This is an optimization exercise on Yosys and OpenROAD, whose aim is small area and few clock cycles, not a production implementation. The RTL was checked by simulation tests, not by an equivalence proof against the original design.

==> run B <==
// DatapathSingleCycle
module DatapathSingleCycle (
    input wire clk,
    input wire rst,
    output logic halt,
    output logic [31:0] pc_to_imem,
    input wire [31:0] insn_from_imem,
    output logic [31:0] addr_to_dmem,
    input logic [31:0] load_data_from_dmem,
    output logic [31:0] store_data_to_dmem,
    output logic [3:0] store_we_to_dmem
);
  wire [31:0] insn = insn_from_imem;
  wire [4:0] opc = insn[6:2];
  wire [2:0] f3 = insn[14:12];
  wire [4:0] insn_rd = insn[11:7];
  wire [4:0] insn_rs1 = insn[19:15];
  wire [4:0] insn_rs2 = insn[24:20];
  wire is_load = opc == 5'b00000;
  wire is_store = opc == 5'b01000;
  wire is_branch = opc == 5'b11000;
  wire is_jalr = opc == 5'b11001;
  wire is_jal = opc == 5'b11011;
  wire is_opimm = opc == 5'b00100;
  wire is_op = opc == 5'b01100;
  wire is_system = opc == 5'b11100;
  wire is_auipc = opc == 5'b00101;
  wire is_lui = opc == 5'b01101;
  wire is_m = is_op & insn[25];
  wire [31:0] imm_i = {{20{insn[31]}}, insn[31:20]};
  ...
==> flow/config.mk <==
export PLATFORM = sky130hd
export DESIGN_NAME = DatapathSingleCycle
export DESIGN_NICKNAME = DatapathSingleCycle
export VERILOG_FILES = /design/flow/design.v
export SDC_FILE = /design/flow/constraint.sdc
export NUM_CORES = 4
export LEC_CHECK = 0
export ABC_AREA = 1
export CAP_MARGIN = 20
export CORE_MARGIN = 2
export CORE_UTILIZATION = 40
export PLACE_DENSITY = 0.55
export SLEW_MARGIN = 20
==> flow/constraint.sdc <==
create_clock -name core_clock -period 200.0 [get_ports {clk}]
set_input_delay 40.0000 -clock core_clock [delete_from_list [all_inputs] [get_ports {clk}]]
set_output_delay 40.0000 -clock core_clock [all_outputs]
set_load 0.01 [all_outputs]
standard.sh (not shown) runs the stock make flow with config.mk's settings and CLKGATE_MAP_FILE= SYNTH_SCRIPT=/design/flow/synth_recipe.tcl, a recipe that flattens the netlist after the stock synthesis.
==> flow/flow/run.sh <==
#!/bin/bash
# Layout flow: the standard flow (standard.sh), except that synthesis's
# final ABC technology mapping uses an area-oriented script
# (flow/abc_area_map.script) through flow/synth_area.tcl. Registers are
# mapped before ABC runs, so they are the standard synthesis's.
set -euo pipefail
here=$(pwd)
sed "s#SYNTH_SCRIPT=[^ ]*#SYNTH_SCRIPT=$here/flow/synth_area.tcl#" standard.sh > standard_area.sh
grep -q "SYNTH_SCRIPT=$here/flow/synth_area.tcl" standard_area.sh
bash standard_area.sh synth > synth.log 2>&1
bash standard.sh > layout.log 2>&1
==> flow/flow/abc_area_map.script <==
strash
dch
map -a
topo
stime -c
==> flow/flow/synth_area.tcl <==
# The standard flow's synthesis script (synth_recipe.tcl) with two changes to how the
# logic is mapped (registers are mapped before either step and stay as the
# standard synthesis makes them):
#  - $alu cells become ripple-carry adders (flow/alu_ripple.v) instead of
#    ORFS's Kogge-Stone carry trees;
#  - the final ABC mapping uses an area-oriented script
#    (flow/abc_area_map.script) instead of ORFS's delay-oriented one.
set ::flow_dir [file normalize [file dirname [info script]]]
proc synth {args} {
  set out {}
  foreach a $args {
    if {[string match "*lcu_kogge_stone.v" $a]} { set a [file join $::flow_dir alu_ripple.v] }
    lappend out $a
  }
  yosys synth -nofsm -noshare {*}$out
}
proc abc {args} {
  set i [lsearch -exact $args -script]
  if {$i >= 0} { lset args [expr {$i + 1}] [file join $::flow_dir abc_area_map.script] }
  yosys abc {*}$args
}
source $::env(SCRIPTS_DIR)/synth.tcl
# left out here: clear keep_hierarchy, flatten, clean up, hide names made inside functions, write 1_2_yosys.v
Other scripts of this flow, unchanged in this note and not shown: flow/flow/alu_ripple.v
==> inputs of run E, as changes to run B <==
--- a/flow/design.v
+++ b/flow/design.v
@@ -86,16 +86,36 @@
   wire [31:0] rem [9];
   assign rem[0] = rem_i;
   for (j = 0; j < 8; j = j + 1) begin : dstage
     div_stage s (.rem(rem[j]), .nbit(nbyte[7-j]), .dx(dx), .dcin(dcin), .rem_o(rem[j+1]), .q(qbyte[7-j]));
   end
   assign rem_o = rem[8];
 endmodule
 `timescale 1ns / 1ns
+module rf_aoi222 (
+    input logic a0, b0, a1, b1, a2, b2,
+    output logic y
+);
+  assign y = ~((a0 & b0) | (a1 & b1) | (a2 & b2));
+endmodule
+module rf_read_bit (
+    input logic [31:1] d,
+    input logic [31:1] s,
+    output logic y
+);
+  logic [10:0] g;
+  genvar k;
+  for (k = 0; k < 10; k++) begin : grp
+    rf_aoi222 u (.a0(d[3*k+1]), .b0(s[3*k+1]), .a1(d[3*k+2]), .b1(s[3*k+2]),
+                 .a2(d[3*k+3]), .b2(s[3*k+3]), .y(g[k]));
+  end
+  assign g[10] = ~(d[31] & s[31]);
+  assign y = ~&g;
+endmodule
 module RegFile (
     input logic [4:0] rd,
     input logic [31:0] rd_data,
     input logic [4:0] rs1,
     output logic [31:0] rs1_data,
     input logic [4:0] rs2,
     output logic [31:0] rs2_data,
     input logic clk,
@@ -113,23 +133,31 @@
     if (rst) begin
       valid <= '0;
     end else begin
       for (int i = 1; i < 32; i++) begin
         if (we && rd == 5'(i)) valid[i] <= 1'b1;
       end
     end
   end
+  logic [31:1] sel1, sel2;
   always_comb begin
-    rs1_data = 32'd0;
-    rs2_data = 32'd0;
     for (int i = 1; i < 32; i++) begin
-      rs1_data = rs1_data | (regs[i*32+:32] & {32{valid[i] && rs1 == 5'(i)}});
-      rs2_data = rs2_data | (regs[i*32+:32] & {32{valid[i] && rs2 == 5'(i)}});
+      sel1[i] = valid[i] && rs1 == 5'(i);
+      sel2[i] = valid[i] && rs2 == 5'(i);
+    end
+  end
+  genvar b;
+  for (b = 0; b < 32; b++) begin : rdbit
+    logic [31:1] col;
+    for (genvar i = 1; i < 32; i++) begin : c
+      assign col[i] = regs[i*32+b];
     end
+    rf_read_bit p1 (.d(col), .s(sel1), .y(rs1_data[b]));
+    rf_read_bit p2 (.d(col), .s(sel2), .y(rs2_data[b]));
   end
 endmodule
 module DatapathSingleCycle (
     input wire clk,
     input wire rst,
     output logic halt,
     output logic [31:0] pc_to_imem,
     input wire [31:0] insn_from_imem,
@@ -271,34 +299,39 @@
   wire [32:0] acc_o;
   wire [31:0] rem_o;
   wire [7:0] obyte, qbyte;
   mdu_step mstep (
       .ma(ma), .mb(mbyte), .mneg7(mneg7), .acc_i(m_first ? 33'd0 : m_hi),
       .acc_o(acc_o), .obyte(obyte),
       .dn(dn), .cyc(m_step), .dx(dx), .dcin(~b_neg), .rem_i(m_first ? 32'd0 : m_hi[31:0]),
       .rem_o(rem_o), .qbyte(qbyte));
+  wire [32:0] hi_n = m_is_div ? {1'b0, rem_o} : acc_o;
+  wire [31:0] lo_n = {m_is_div ? qbyte : obyte, m_lo[31:8]};
+  wire [32:0] r_hi = m_done ? m_hi : hi_n;
+  wire [31:0] r_lo = m_done ? m_lo : lo_n;
   wire b_zero = m_b == 32'd0;
   wire d_neg = m_f3[1] ? a_neg : ((a_neg ^ b_neg) & ~b_zero);
-  wire [31:0] quot = {m_lo[7:0], m_lo[15:8], m_lo[23:16], m_lo[31:24]};
-  wire [31:0] d_mag = m_f3[1] ? m_hi[31:0] : quot;
+  wire [31:0] quot = {r_lo[7:0], r_lo[15:8], r_lo[23:16], r_lo[31:24]};
+  wire [31:0] d_mag = m_f3[1] ? r_hi[31:0] : quot;
   wire [31:0] div_res;
   cneg #(32) negr (.a(d_mag), .neg(d_neg), .y(div_res));
-  wire [31:0] mul_res = (m_f3[1:0] == 2'b00) ? m_lo : m_hi[31:0];
+  wire [31:0] mul_res = (m_f3[1:0] == 2'b00) ? r_lo : r_hi[31:0];
   wire [31:0] m_res = m_is_div ? div_res : mul_res;
+  wire m_ready = m_pend & (m_done | m_step == 2'd3);
   wire uses_rs1 = is_load | is_store | is_branch | is_jalr | is_opimm | is_op;
   wire uses_rs2 = is_store | is_branch | is_op;
   logic we_main;
   wire m_rd_nz = m_rd != 5'd0;
-  wire stall = m_pend & (is_m
-      | (m_rd_nz & ((uses_rs1 & insn_rs1 == m_rd) | (uses_rs2 & insn_rs2 == m_rd)
-                    | (we_main & insn_rd == m_rd))));
+  wire m_raw = m_rd_nz & ((uses_rs1 & insn_rs1 == m_rd) | (uses_rs2 & insn_rs2 == m_rd));
+  wire m_waw = m_rd_nz & we_main & insn_rd == m_rd;
+  wire stall = m_pend & (is_m ? (~m_ready | m_raw) : (m_raw | m_waw));
   wire m_issue = is_m & ~stall;
   wire main_write = we_main & ~stall;
-  wire m_write = m_pend & m_done & ~main_write;
+  wire m_write = m_ready & ~main_write;
   always_ff @(posedge clk) begin
     if (rst) begin
       m_pend <= 1'b0;
     end else if (m_issue) begin
       m_pend <= 1'b1;
     end else if (m_write) begin
       m_pend <= 1'b0;
     end
@@ -307,18 +340,18 @@
       m_b <= rs2_data;
       m_f3 <= f3;
       m_rd <= insn_rd;
       m_step <= 2'd0;
       m_done <= 1'b0;
     end else if (!m_done) begin
       m_step <= m_step + 2'd1;
       m_done <= m_step == 2'd3;
-      m_hi <= m_is_div ? {1'b0, rem_o} : acc_o;
-      m_lo <= {m_is_div ? qbyte : obyte, m_lo[31:8]};
+      m_hi <= hi_n;
+      m_lo <= lo_n;
     end
   end
   logic [31:0] main_data;
   always_comb begin
     we_main = 1'b0;
     main_data = alu_res;
     if (is_load) begin
       we_main = 1'b1;
==> flow/flow/run.sh (replaced) <==
#!/bin/bash
# Layout flow: the standard flow (standard.sh), with synthesis run through
# flow/synth_area.tcl instead of synth_recipe.tcl. That script is
# synth_recipe.tcl with ripple-carry adders (flow/alu_ripple.v), the register
# file's read-port gate groups kept whole through mapping, and an
# area-oriented ABC script (flow/abc_area_map.script). Registers are mapped
# before any of this and stay as the standard synthesis makes them.
# Logs: synth.log (synthesis), layout.log (the rest of the flow).
set -euo pipefail
here=$(pwd)
sed "s#SYNTH_SCRIPT=[^ ]*#SYNTH_SCRIPT=$here/flow/synth_area.tcl#" standard.sh > standard_area.sh
grep -q "SYNTH_SCRIPT=$here/flow/synth_area.tcl" standard_area.sh
bash standard_area.sh synth > synth.log 2>&1
bash standard.sh > layout.log 2>&1
==> flow/flow/abc_area_map.script (replaced) <==
strash
dch
amap
strash
dch
amap
topo
stime -c
--- a/flow/flow/synth_area.tcl
+++ b/flow/flow/synth_area.tcl
@@ -1,17 +1,22 @@
 # The standard flow's synthesis script (synth_recipe.tcl) with two changes to how the
 # logic is mapped (registers are mapped before either step and stay as the
 # standard synthesis makes them):
 #  - $alu cells become ripple-carry adders (flow/alu_ripple.v) instead of
 #    ORFS's Kogge-Stone carry trees;
+#  - the register file's read-port AND-OR-invert groups (module rf_aoi222)
+#    are kept as modules through mapping, so that each maps to one
+#    a222oi cell, and flattened afterwards like the rest;
 #  - the final ABC mapping uses an area-oriented script
-#    (flow/abc_area_map.script) instead of ORFS's delay-oriented one.
+#    (flow/abc_area_map.script, ABC's amap) instead of ORFS's delay-oriented
+#    one.
 set ::flow_dir [file normalize [file dirname [info script]]]
 proc synth {args} {
+  yosys setattr -mod -set keep_hierarchy 1 rf_aoi222
   set out {}
   foreach a $args {
     if {[string match "*lcu_kogge_stone.v" $a]} { set a [file join $::flow_dir alu_ripple.v] }
     lappend out $a
   }
   yosys synth -nofsm -noshare {*}$out
 }
 proc abc {args} {
==> flow/config.mk (replaced) <==
export PLATFORM = sky130hd
export DESIGN_NAME = DatapathSingleCycle
export DESIGN_NICKNAME = DatapathSingleCycle
export VERILOG_FILES = /design/flow/design.v
export SDC_FILE = /design/flow/constraint.sdc
export NUM_CORES = 4
export LEC_CHECK = 0
export ABC_AREA = 1
export CAP_MARGIN = 20
export CORE_MARGIN = 2
export CORE_UTILIZATION = 55
export CTS_CLUSTER_DIAMETER = 70
export CTS_CLUSTER_SIZE = 20
export PLACE_DENSITY = 0.65
export SLEW_MARGIN = 20
==> impl_metrics.yaml <==
status:
  run_status: "finished clean"
detailed_routing:
  first_pass_iters: 12
  routed-via-count: 68080
global_route:
  groute.layer.met1.usage_pct: 45.08
  grt_max_degree: 81
yosys:
  synthTopCellsByCount: "sky130_fd_sc_hd__nand2_1 (1283), sky130_fd_sc_hd__edfxtp_1 (1129), sky130_fd_sc_hd__clkinv_1 (731)"
  post_synth.cell_area_avg_um2: 10.50
  synth-compound-area-share_pct: 17.37
worst_setup_path:
  critPathBufInv: 20
  timing.reg2reg.setup_slack_ps: 69480
sta:
  layout_worst_path_cycle_share_pct: 65.26
(the above is from run B)
==> impl_metrics.yaml <==
status:
  run_status: "finished clean"
global_route:
  groute.layer.met1.usage_pct: 59.93
detailed_routing:
  first_pass_iters: 17
  routed-via-count: 64540
worst_setup_path:
  timing.reg2reg.setup_slack_ps: 68290
  critPathBufInv: 18
sta:
  layout_worst_path_cycle_share_pct: 65.86
yosys:
  synthTopCellsByCount: "sky130_fd_sc_hd__edfxtp_1 (1129), sky130_fd_sc_hd__a222oi_1 (643), sky130_fd_sc_hd__nor2_1 (616)"
  synth-compound-area-share_pct: 21.86
  post_synth.cell_area_avg_um2: 12.49
(the above is from run E)
Testbench counts of run B, summed over its fixed seeds: cycles 47,264.
Testbench counts of run E, summed over its fixed seeds: cycles 45,563.

========
==> run a <==
DatapathSingleCycle, a different RTL version from the one above (not shown whole).
Settings: LEC_CHECK=0, ABC_AREA=1, CAP_MARGIN=20, CORE_MARGIN=2, CORE_UTILIZATION=40, PLACE_DENSITY=0.55, SLEW_MARGIN=20; clock period 200.0 ns.
==> flow/flow/run.sh <==
#!/bin/bash
# Layout flow: the standard flow (standard.sh), with synthesis run through
# flow/synth_area.tcl instead of synth_recipe.tcl. That script is
# synth_recipe.tcl with ripple-carry adders (flow/alu_ripple.v), the register
# file's read-port gate groups kept whole through mapping, and an
# area-oriented ABC script (flow/abc_area_map.script). Registers are mapped
# before any of this and stay as the standard synthesis makes them.
# Logs: synth.log (synthesis), layout.log (the rest of the flow).
set -euo pipefail
here=$(pwd)
sed "s#SYNTH_SCRIPT=[^ ]*#SYNTH_SCRIPT=$here/flow/synth_area.tcl#" standard.sh > standard_area.sh
grep -q "SYNTH_SCRIPT=$here/flow/synth_area.tcl" standard_area.sh
bash standard_area.sh synth > synth.log 2>&1
bash standard.sh > layout.log 2>&1
Other scripts of this flow, unchanged in this note and not shown: flow/flow/abc_area_map.script, flow/flow/alu_ripple.v, flow/flow/synth_area.tcl
==> inputs of run b, as changes to run a <==
--- a/flow/design.v
+++ b/flow/design.v
@@ -302,28 +302,33 @@
   mdu_step mstep (
       .ma(ma), .mb(mbyte), .mneg7(mneg7), .acc_i(m_first ? 33'd0 : m_hi),
       .acc_o(acc_o), .obyte(obyte),
       .dn(dn), .cyc(m_step), .dx(dx), .dcin(~b_neg), .rem_i(m_first ? 32'd0 : m_hi[31:0]),
       .rem_o(rem_o), .qbyte(qbyte));
+  wire [32:0] hi_n = m_is_div ? {1'b0, rem_o} : acc_o;
+  wire [31:0] lo_n = {m_is_div ? qbyte : obyte, m_lo[31:8]};
+  wire [32:0] r_hi = m_done ? m_hi : hi_n;
+  wire [31:0] r_lo = m_done ? m_lo : lo_n;
   wire b_zero = m_b == 32'd0;
   wire d_neg = m_f3[1] ? a_neg : ((a_neg ^ b_neg) & ~b_zero);
-  wire [31:0] quot = {m_lo[7:0], m_lo[15:8], m_lo[23:16], m_lo[31:24]};
-  wire [31:0] d_mag = m_f3[1] ? m_hi[31:0] : quot;
+  wire [31:0] quot = {r_lo[7:0], r_lo[15:8], r_lo[23:16], r_lo[31:24]};
+  wire [31:0] d_mag = m_f3[1] ? r_hi[31:0] : quot;
   wire [31:0] div_res;
   cneg #(32) negr (.a(d_mag), .neg(d_neg), .y(div_res));
-  wire [31:0] mul_res = (m_f3[1:0] == 2'b00) ? m_lo : m_hi[31:0];
+  wire [31:0] mul_res = (m_f3[1:0] == 2'b00) ? r_lo : r_hi[31:0];
   wire [31:0] m_res = m_is_div ? div_res : mul_res;
+  wire m_ready = m_pend & (m_done | m_step == 2'd3);
   wire uses_rs1 = is_load | is_store | is_branch | is_jalr | is_opimm | is_op;
   wire uses_rs2 = is_store | is_branch | is_op;
   logic we_main;
   wire m_rd_nz = m_rd != 5'd0;
-  wire stall = m_pend & (is_m
-      | (m_rd_nz & ((uses_rs1 & insn_rs1 == m_rd) | (uses_rs2 & insn_rs2 == m_rd)
-                    | (we_main & insn_rd == m_rd))));
+  wire m_raw = m_rd_nz & ((uses_rs1 & insn_rs1 == m_rd) | (uses_rs2 & insn_rs2 == m_rd));
+  wire m_waw = m_rd_nz & we_main & insn_rd == m_rd;
+  wire stall = m_pend & (is_m ? (~m_ready | m_raw) : (m_raw | m_waw));
   wire m_issue = is_m & ~stall;
   wire main_write = we_main & ~stall;
-  wire m_write = m_pend & m_done & ~main_write;
+  wire m_write = m_ready & ~main_write;
   always_ff @(posedge clk) begin
     if (rst) begin
       m_pend <= 1'b0;
     end else if (m_issue) begin
       m_pend <= 1'b1;
@@ -338,12 +343,12 @@
       m_step <= 2'd0;
       m_done <= 1'b0;
     end else if (!m_done) begin
       m_step <= m_step + 2'd1;
       m_done <= m_step == 2'd3;
-      m_hi <= m_is_div ? {1'b0, rem_o} : acc_o;
-      m_lo <= {m_is_div ? qbyte : obyte, m_lo[31:8]};
+      m_hi <= hi_n;
+      m_lo <= lo_n;
     end
   end
   logic [31:0] main_data;
   always_comb begin
     we_main = 1'b0;
CAP_MARGIN = 10   (was 20)
CORE_UTILIZATION = 50   (was 40)
CTS_CLUSTER_DIAMETER = 80   (was unset)
CTS_CLUSTER_SIZE = 24   (was unset)
PLACE_DENSITY = 0.6   (was 0.55)
SLEW_MARGIN = 10   (was 20)
==> inputs of run c, as changes to run a <==
--- a/flow/design.v
+++ b/flow/design.v
@@ -21,76 +21,68 @@
     output wire [W-1:0] y
 );
   rinc #(W) inc (.a(a ^ {W{neg}}), .cin(neg), .sum(y));
 endmodule
 `timescale 1ns / 1ns
-module div_stage (
-    input  wire [31:0] rem,
-    input  wire        nbit,
-    input  wire [31:0] dx,
-    input  wire        dcin,
-    output wire [31:0] rem_o,
-    output wire        q
-);
-  wire [32:0] t = {rem, nbit};
-  wire [32:0] diff;
-  rca #(33) sub (.a(t), .b({1'b1, dx}), .cin(dcin), .sum(diff), .cout(q));
-  assign rem_o = q ? diff[31:0] : t[31:0];
-endmodule
-module mul_row (
-    input  wire [32:0] acc,
+module md_row (
+    input  wire        div,
+    input  wire [33:0] x,
     input  wire [32:0] a,
     input  wire        bj,
     input  wire        negj,
-    output wire [32:0] acc_o,
-    output wire        obit
+    input  wire [31:0] dx,
+    input  wire        dcin,
+    input  wire        nbit_n,
+    output wire [33:0] xo,
+    output wire        bit_o
 );
   wire [32:0] pp = (a ^ {33{negj}}) & {33{bj}};
+  wire [33:0] y = div ? {2'b01, dx} : {pp[32], pp};
   wire [33:0] s;
   wire co;
-  rca #(34) add (.a({acc[32], acc}), .b({pp[32], pp}), .cin(bj & negj), .sum(s), .cout(co));
-  assign obit = s[0];
-  assign acc_o = s[33:1];
+  rca #(34) add (.a(x), .b(y), .cin(div ? dcin : (bj & negj)), .sum(s), .cout(co));
+  wire q = s[33];
+  assign bit_o = div ? q : s[0];
+  assign xo = div ? {1'b0, q ? s[31:0] : x[31:0], nbit_n} : {s[33], s[33:1]};
 endmodule
 module mdu_step (
+    input  wire        div,
     input  wire [32:0] ma,        
     input  wire [7:0]  mb,        
     input  wire        mneg7,     
-    input  wire [32:0] acc_i,
-    output wire [32:0] acc_o,
+    input  wire [33:0] x_i,
+    output wire [33:0] x_o,
     output wire [7:0]  obyte,
     input  wire [31:0] dn,        
     input  wire [1:0]  cyc,       
     input  wire [31:0] dx,        
     input  wire        dcin,
-    input  wire [31:0] rem_i,
-    output wire [31:0] rem_o,
     output wire [7:0]  qbyte
 );
-  wire [32:0] acc [9];
-  assign acc[0] = acc_i;
-  genvar j;
-  for (j = 0; j < 8; j = j + 1) begin : mrow
-    mul_row r (.acc(acc[j]), .a(ma), .bj(mb[j]), .negj(j == 7 ? mneg7 : 1'b0),
-               .acc_o(acc[j+1]), .obit(obyte[j]));
-  end
-  assign acc_o = acc[8];
   logic [7:0] nbyte;
   always_comb begin
     case (cyc)
       2'd0: nbyte = dn[31:24];
       2'd1: nbyte = dn[23:16];
       2'd2: nbyte = dn[15:8];
       default: nbyte = dn[7:0];
     endcase
   end
-  wire [31:0] rem [9];
-  assign rem[0] = rem_i;
-  for (j = 0; j < 8; j = j + 1) begin : dstage
-    div_stage s (.rem(rem[j]), .nbit(nbyte[7-j]), .dx(dx), .dcin(dcin), .rem_o(rem[j+1]), .q(qbyte[7-j]));
+  wire [8:0] nb = {nbyte, 1'b0};   
+  wire [33:0] x [9];
+  wire [7:0] bits;
+  assign x[0] = {x_i[33:1], div ? nb[8] : x_i[0]};
+  genvar j;
+  for (j = 0; j < 8; j = j + 1) begin : row
+    md_row r (.div(div), .x(x[j]), .a(ma), .bj(mb[j]), .negj(j == 7 ? mneg7 : 1'b0),
+              .dx(dx), .dcin(dcin), .nbit_n(nb[7-j]), .xo(x[j+1]), .bit_o(bits[j]));
+  end
+  assign x_o = x[8];
+  assign obyte = bits;
+  for (j = 0; j < 8; j = j + 1) begin : qb
+    assign qbyte[7-j] = bits[j];
   end
-  assign rem_o = rem[8];
 endmodule
 `timescale 1ns / 1ns
 module rf_aoi222 (
     input logic a0, b0, a1, b1, a2, b2,
     output logic y
@@ -266,16 +258,15 @@
         default: store_we_to_dmem = 4'b1111;
       endcase
     end
   end
   logic m_pend;           
-  logic m_done;           
   logic [1:0] m_step;
   logic [31:0] m_a, m_b;  
   logic [2:0] m_f3;
   logic [4:0] m_rd;
-  logic [32:0] m_hi;      
+  logic [33:0] m_x;       
   logic [31:0] m_lo;      
   wire m_is_div = m_f3[2];
   wire a_signed = m_f3[0] ^ m_f3[1];   
   wire b_signed = m_f3[1:0] == 2'b01;   
   wire [32:0] ma = {a_signed & m_a[31], m_a};
@@ -294,56 +285,56 @@
   wire b_neg = d_signed & m_b[31];
   wire [31:0] dn;
   cneg #(32) negn (.a(m_a), .neg(a_neg), .y(dn));
   wire [31:0] dx = m_b ^ {32{~b_neg}};
   wire m_first = m_step == 2'd0;
-  wire [32:0] acc_o;
-  wire [31:0] rem_o;
+  wire [33:0] x_o;
   wire [7:0] obyte, qbyte;
   mdu_step mstep (
-      .ma(ma), .mb(mbyte), .mneg7(mneg7), .acc_i(m_first ? 33'd0 : m_hi),
-      .acc_o(acc_o), .obyte(obyte),
-      .dn(dn), .cyc(m_step), .dx(dx), .dcin(~b_neg), .rem_i(m_first ? 32'd0 : m_hi[31:0]),
-      .rem_o(rem_o), .qbyte(qbyte));
+      .div(m_is_div), .ma(ma), .mb(mbyte), .mneg7(mneg7), .x_i(m_first ? 34'd0 : m_x),
+      .x_o(x_o), .obyte(obyte),
+      .dn(dn), .cyc(m_step), .dx(dx), .dcin(~b_neg), .qbyte(qbyte));
+  wire [31:0] lo_n = {m_is_div ? qbyte : obyte, m_lo[31:8]};
+  wire [31:0] r_lo = lo_n;
   wire b_zero = m_b == 32'd0;
   wire d_neg = m_f3[1] ? a_neg : ((a_neg ^ b_neg) & ~b_zero);
-  wire [31:0] quot = {m_lo[7:0], m_lo[15:8], m_lo[23:16], m_lo[31:24]};
-  wire [31:0] d_mag = m_f3[1] ? m_hi[31:0] : quot;
+  wire [31:0] quot = {r_lo[7:0], r_lo[15:8], r_lo[23:16], r_lo[31:24]};
+  wire [31:0] d_mag = m_f3[1] ? x_o[32:1] : quot;   
   wire [31:0] div_res;
   cneg #(32) negr (.a(d_mag), .neg(d_neg), .y(div_res));
-  wire [31:0] mul_res = (m_f3[1:0] == 2'b00) ? m_lo : m_hi[31:0];
+  wire [31:0] mul_res = (m_f3[1:0] == 2'b00) ? r_lo : x_o[31:0];   
   wire [31:0] m_res = m_is_div ? div_res : mul_res;
+  wire m_ready = m_pend & (m_step == 2'd3);
   wire uses_rs1 = is_load | is_store | is_branch | is_jalr | is_opimm | is_op;
   wire uses_rs2 = is_store | is_branch | is_op;
   logic we_main;
   wire m_rd_nz = m_rd != 5'd0;
-  wire stall = m_pend & (is_m
-      | (m_rd_nz & ((uses_rs1 & insn_rs1 == m_rd) | (uses_rs2 & insn_rs2 == m_rd)
-                    | (we_main & insn_rd == m_rd))));
+  wire m_raw = m_rd_nz & ((uses_rs1 & insn_rs1 == m_rd) | (uses_rs2 & insn_rs2 == m_rd));
+  wire m_waw = m_rd_nz & we_main & insn_rd == m_rd;
+  wire stall = m_pend & (is_m ? (~m_ready | m_raw) : (m_raw | m_waw));
   wire m_issue = is_m & ~stall;
   wire main_write = we_main & ~stall;
-  wire m_write = m_pend & m_done & ~main_write;
+  wire m_write = m_ready & ~main_write;
   always_ff @(posedge clk) begin
     if (rst) begin
       m_pend <= 1'b0;
     end else if (m_issue) begin
       m_pend <= 1'b1;
     end else if (m_write) begin
       m_pend <= 1'b0;
     end
+    if (rst) m_step <= 2'd3;
+    else if (m_issue) m_step <= 2'd0;
+    else if (m_step != 2'd3) m_step <= m_step + 2'd1;
     if (m_issue) begin
       m_a <= rs1_data;
       m_b <= rs2_data;
       m_f3 <= f3;
       m_rd <= insn_rd;
-      m_step <= 2'd0;
-      m_done <= 1'b0;
-    end else if (!m_done) begin
-      m_step <= m_step + 2'd1;
-      m_done <= m_step == 2'd3;
-      m_hi <= m_is_div ? {1'b0, rem_o} : acc_o;
-      m_lo <= {m_is_div ? qbyte : obyte, m_lo[31:8]};
+    end else if (m_step != 2'd3) begin
+      m_x <= x_o;
+      m_lo <= lo_n;
     end
   end
   logic [31:0] main_data;
   always_comb begin
     we_main = 1'b0;
CAP_MARGIN = 10   (was 20)
CORE_UTILIZATION = 50   (was 40)
CTS_CLUSTER_DIAMETER = 80   (was unset)
CTS_CLUSTER_SIZE = 24   (was unset)
PLACE_DENSITY = 0.6   (was 0.55)
SLEW_MARGIN = 10   (was 20)
==> flow_metrics.tcl <==
set metrics [dict create \
    outcome "no timing/DRC/antenna violations" \
    final_cell_mix "edfxtp_1, a222oi_1, nor2_1" \
    smallest_hold_slack_ns 0.475 \
    worstRegToRegCells 336 \
    finish.net_count 7163 \
    total_area_of_multi_input_combinational_cells_sq_mm 0.0355 \
    layout.clock_buffers 164 \
    global_routing_usage_on_met2 0.559 \
    critical-path-slowest-cell "edfxtp_1" \
]
(the above is from run a)
==> flow_metrics.tcl <==
set metrics [dict create \
    final_cell_mix "edfxtp_1, a222oi_1, nor2_1" \
    finish.net_count 6868 \
    critical-path-slowest-cell "clkinv_1" \
    detailedRoute.firstIterationViolations 13000 \
    outcome "no timing/DRC/antenna violations" \
    final_cell_count_no_fill 8141 \
    smallest_hold_slack_ns 0.465 \
    global_routing_usage_on_met2 0.662 \
    layout.clock_buffers 75 \
]
(the above is from run c)
==> flow_metrics.tcl <==
set metrics [dict create \
    global_routing_usage_on_met2 0.673 \
    outcome "no timing/DRC/antenna violations" \
    final_cell_mix "edfxtp_1, a222oi_1, nor2_1" \
    smallest_hold_slack_ns 0.488 \
    number_of_library_cell_types_mapped_by_synthesis 48 \
    finish.net_count 7200 \
    total_area_of_multi_input_combinational_cells_sq_mm 0.0362 \
    critical-path-slowest-cell "fa_1" \
]
(the above is from run b)
Testbench counts of run a, summed over its fixed seeds: cycles 47,264.
Testbench counts of run b, summed over its fixed seeds: cycles 45,563.
Testbench counts of run c, summed over its fixed seeds: cycles 45,563.

static timing again, ports no longer ideal:
Ports are ideal in the flow. The routed layouts listed here were re-timed in OpenROAD. Step 1: set_driving_cell puts a clkbuf_16 on clk and a buf_2 on each other input, an assumption about the parent block. Step 2 moves the port delays by t, midway between the first and last clock arrival at a register: inputs arrive t later, outputs are due t later. That takes back most of the time a late clock gives input paths. Slacks: ideal ports / drivers / drivers and shift; pairs: ideal ports / drivers.
| run | t, ns | setup WS [ns] | hold slack, ns | worst slew at a driven data input, ns | cell pins on the clock port's net |
|---|---|---|---|---|---|
| run B of note 1 | 0.866 | 69.481 / 69.481 / 69.481 | 0.478 / 0.478 / 0.478 | 0.28 | 1 |
| run E of note 1 | 0.827 | 68.289 / 68.289 / 68.289 | 0.484 / 0.484 / 0.484 | 0.23 | 1 |
| run a of note 2 | 0.883 | 76.252 / 76.252 / 76.252 | 0.475 / 0.475 / 0.475 | 0.07 | 1 |
| run b of note 2 | 0.797 | 68.310 / 68.310 / 68.310 | 0.488 / 0.488 / 0.488 | 0.24 | 1 |
| run c of note 2 | 0.794 | 56.022 / 56.022 / 56.022 | 0.465 / 0.465 / 0.465 | 0.18 | 1 |
After both steps every run listed still meets setup and hold.
